This is an optimization exercise on Yosys and OpenROAD, whose aim is a short achievable clock period and few clock cycles, not a production implementation. The RTL was checked by simulation tests, not by an equivalence proof against the original design. Power and IR drop assume default switching activity.

// nr_mcu
module nr_mcu(clk, enable, code_addr, code_din, emif_addr, emif_wr_n, emif_rd_n, emif_din, emif_dout);
Size: ~1600 flip-flops, about 0.062 mm2 of cells after synthesis.
clock: 7.0 ns
lec_check: 0
abc_clock_period_in_ps: 1000
cap_margin: 20
core_margin: 2
core_utilization: 35
setup_slack_margin: 4.5
slew_margin: 20
run.sh (not shown) runs the stock make flow with config.mk's settings and CLKGATE_MAP_FILE= SYNTH_SCRIPT=/design/flow/synth_recipe.tcl, a recipe that flattens the netlist after the stock synthesis.
Testbench counts at the start, summed over its fixed seeds: cycles 59,949.
Change:
ABC_CLOCK_PERIOD_IN_PS = 1500   (was 1000)
CTS_CLUSTER_DIAMETER = 60   (was default)
CTS_CLUSTER_SIZE = 20   (was default)
SETUP_SLACK_MARGIN = 4.4   (was 4.5)
Outcome: Final area is lower by 2.7%. Power is lower by 9.1%. Clock-buffer cell count is lower by 98. First-iteration DRC count is higher by 3.6%. Routed wire length is lower by 1.1%. Global-route usage is lower by 0.47 points. Critical path depth is unchanged.
Change:
CTS_CLUSTER_DIAMETER = default   (was 60)
CTS_CLUSTER_SIZE = default   (was 20)
PLACE_DENSITY_LB_ADDON = 0.1   (was default)
SETUP_SLACK_MARGIN = 4.2   (was 4.4)
Effect:
- maximum frequency is higher by 0.89%
- global-route usage is higher by 2.9 points
- synthesized cell count stays the same
- setup slack gets better by 0.026 ns
- power is higher by 9.6%
- sequential cell count stays the same
- routed wire length is higher by 10%

## job 8251
nr_mcu again, from the RTL that the note above started with.
==> flow/design.v (excerpt) <==
module nr_mcu(clk, enable, code_addr, code_din, emif_addr, emif_wr_n, emif_rd_n, emif_din, emif_dout);
make LEC_CHECK=0 ABC_CLOCK_PERIOD_IN_PS=1200 CAP_MARGIN=20 CORE_MARGIN=2 CORE_UTILIZATION=40 SETUP_SLACK_MARGIN=4.6 SLEW_MARGIN=20 finish   # period 7.0 ns
Testbench counts of job 8251, summed over its fixed seeds: cycles 59,949.
[inputs] job 6380 vs job 8251
# job 8251
export LEC_CHECK = 0
export ABC_CLOCK_PERIOD_IN_PS = 1200
export CAP_MARGIN = 20
export CORE_MARGIN = 2
export CORE_UTILIZATION = 40
export SETUP_SLACK_MARGIN = 4.6
export SLEW_MARGIN = 20
create_clock -name core_clock -period 7.0 [get_ports {clk}]
# job 6380
export LEC_CHECK = 0
export ABC_CLOCK_PERIOD_IN_PS = 1500
export CAP_MARGIN = 20
export CORE_MARGIN = 2
export CORE_UTILIZATION = 35
export SETUP_SLACK_MARGIN = 4.4
export SLEW_MARGIN = 20
export TNS_END_PERCENT = 20
create_clock -name core_clock -period 7.0 [get_ports {clk}]
--- outcome ---
Job 6380 did not stop at any stage, and its layout met the timing, design-rule and antenna checks.
Signed area change from the synthesized netlist to the final layout ends up lower on job 6380.
There was hardly any difference in fmax between job 8251 and job 6380.
Comparing job 8251 against job 6380, there is no change at all in synthesized net count.
Cell area: job 6380 vs job 8251 down 1.4%
Compared with job 8251, job 6380 shows a total number of placement rows that is about 7% higher.
### job 6380 -> job 9773
# job 6380
export LEC_CHECK = 0
export ABC_CLOCK_PERIOD_IN_PS = 1500
export CAP_MARGIN = 20
export CORE_MARGIN = 2
export CORE_UTILIZATION = 35
export SETUP_SLACK_MARGIN = 4.4
export SLEW_MARGIN = 20
export TNS_END_PERCENT = 20
create_clock -name core_clock -period 7.0 [get_ports {clk}]
# job 9773
export LEC_CHECK = 0
export ABC_CLOCK_PERIOD_IN_PS = 1500
export CAP_MARGIN = 20
export CORE_MARGIN = 2
export CORE_UTILIZATION = 35
export CTS_CLUSTER_DIAMETER = 60
export CTS_CLUSTER_SIZE = 20
export SETUP_SLACK_MARGIN = 4.6
export SLEW_MARGIN = 20
create_clock -name core_clock -period 7.0 [get_ports {clk}]
==> comparison <==
Job 9773 vs job 6380: largest net degree at the start of global routing up slightly. Per the comparison of job 9773 with job 6380, maximum single-stage delay on the critical path saw an increase, overall routed net length +about 1%, last weighted congestion value of the routability-driven placer shows a reduction of 0.029, setup slack of the critical path after layout has decreased. Critical path endpoint = emif_din[9]: job 6380; critical path endpoint = emif_din[11]: job 9773. In the metrics for job 9773 and job 6380, the one carrying the higher initial antenna violation count is job 9773. Taking job 9773 over job 6380, the count of instances resized after the clock tree is built ratio works out to 2.1. When job 9773 is measured against job 6380, its post-placement worst setup slack turns out 130 ps higher. Compared with job 6380, job 9773 shows post-route total power that has gone down by a little under 10%. Job 9773 vs. job 6380: hold slack went up by 19 ps.
Relative to job 9773, the following input files were edited for job 8927:
# job 9773
export LEC_CHECK = 0
export ABC_CLOCK_PERIOD_IN_PS = 1500
export CAP_MARGIN = 20
export CORE_MARGIN = 2
export CORE_UTILIZATION = 35
export CTS_CLUSTER_DIAMETER = 60
export CTS_CLUSTER_SIZE = 20
export SETUP_SLACK_MARGIN = 4.6
export SLEW_MARGIN = 20
create_clock -name core_clock -period 7.0 [get_ports {clk}]
# job 8927
export LEC_CHECK = 0
export ABC_CLOCK_PERIOD_IN_PS = 1200
export CAP_MARGIN = 20
export CORE_MARGIN = 2
export CORE_UTILIZATION = 40
export SETUP_SLACK_MARGIN = 4.4
export SLEW_MARGIN = 20
create_clock -name core_clock -period 7.0 [get_ports {clk}]
==> comparison <==
Compared with job 9773, job 8927 shows switching power that has gone up by a little under 10%. Per the comparison of job 8927 with job 9773, clock share of power went up; vias after detailed routing increased by 255 relative to the old numbers; non-clock buffer count has decreased. Compared job 8927 vs job 9773, and depth of the worst register-to-register path is down in job 8927. On layout overhead on the synthesized area: job 8927 sits above job 9773. As far as final count of negative-setup-slack endpoints goes, job 8927 and job 9773 are indistinguishable; the numbers are identical. Job 8927 gives less area used by multi-input combinational logic than job 9773 did. Largest net degree at the start of global routing: job 8927 lower than job 9773.

Starting RTL as in the previous note.
==> flow/config.mk <==
export PLATFORM = sky130hd
export DESIGN_NAME = nr_mcu
export DESIGN_NICKNAME = nr_mcu
export VERILOG_FILES = /design/flow/design.v
export SDC_FILE = /design/flow/constraint.sdc
export NUM_CORES = 4
export LEC_CHECK = 0
export ABC_CLOCK_PERIOD_IN_PS = 1500
export CAP_MARGIN = 20
export CORE_MARGIN = 2
export CORE_UTILIZATION = 40
export CTS_CLUSTER_DIAMETER = 60
export CTS_CLUSTER_SIZE = 20
export SETUP_SLACK_MARGIN = 4.4
export SLEW_MARGIN = 20
==> flow/constraint.sdc <==
create_clock -name core_clock -period 7.0 [get_ports {clk}]
set_input_delay 1.4000 -clock core_clock [delete_from_list [all_inputs] [get_ports {clk}]]
set_output_delay 1.4000 -clock core_clock [all_outputs]
set_load 0.01 [all_outputs]
The baseline finished with timing, DRC and antenna clean.
Testbench counts at the start, summed over its fixed seeds: cycles 59,949.
Change:
CORE_UTILIZATION = 35   (was 40)
CTS_CLUSTER_DIAMETER = default   (was 60)
CTS_CLUSTER_SIZE = default   (was 20)
GPL_ROUTABILITY_DRIVEN = 0   (was default)
After rerunning: Worst setup slack gets worse by 85 ps. Routed wire length rises by 0.42%. Clock-buffer cell count goes up by 82. Clock power climbs by 23%.

## afterwards: timing with drivers on the ports
The results above use ideal ports. As a check the final layouts listed here were re-extracted and re-timed, cells and wires unchanged.
Step 1: set_driving_cell puts a clkbuf_16 on clk and a buf_2 on each other input, an assumption about the parent block.
Step 2 adds t to the input delays and takes it off the output delays; t is the mean of the earliest and latest rising clock arrival at the registers after step 1. Input paths then give back, and output paths get back, about the clock's delay inside the block.
a / b / c = no drivers / after step 1 / after step 2; a / b = the first two.
run | t (ns) | setup WS [ns] | latest minus earliest clock arrival (ns) | cell pins on the clock port's net
the first run of note 1 | 0.878 | 3.979 / 3.901 / 3.293 | 0.084 / 0.084 | 1
the second run of note 1 | 0.826 | 4.028 / 3.948 / 3.334 | 0.111 / 0.111 | 1
the third run of note 1 | 0.889 | 4.055 / 3.975 / 3.232 | 0.034 / 0.034 | 1
job 8251 | 0.885 | 4.016 / 3.977 / 3.274 | 0.050 / 0.050 | 1
job 6380 | 0.859 | 4.011 / 3.931 / 3.351 | 0.098 / 0.099 | 1
job 9773 | 0.832 | 3.961 / 3.880 / 3.214 | 0.124 / 0.123 | 1
job 8927 | 0.875 | 4.024 / 3.946 / 3.283 | 0.061 / 0.060 | 1
the first run of note 3 | 0.828 | 4.087 / 4.010 / 3.304 | 0.072 / 0.071 | 1
the second run of note 3 | 0.873 | 4.002 / 3.918 / 3.275 | 0.062 / 0.063 | 1
After both steps setup and hold are still met in every run listed. The setup slack of the third run of note 1, which loses most, moves by -0.080 ns with the drivers and by -0.823 ns with both steps.
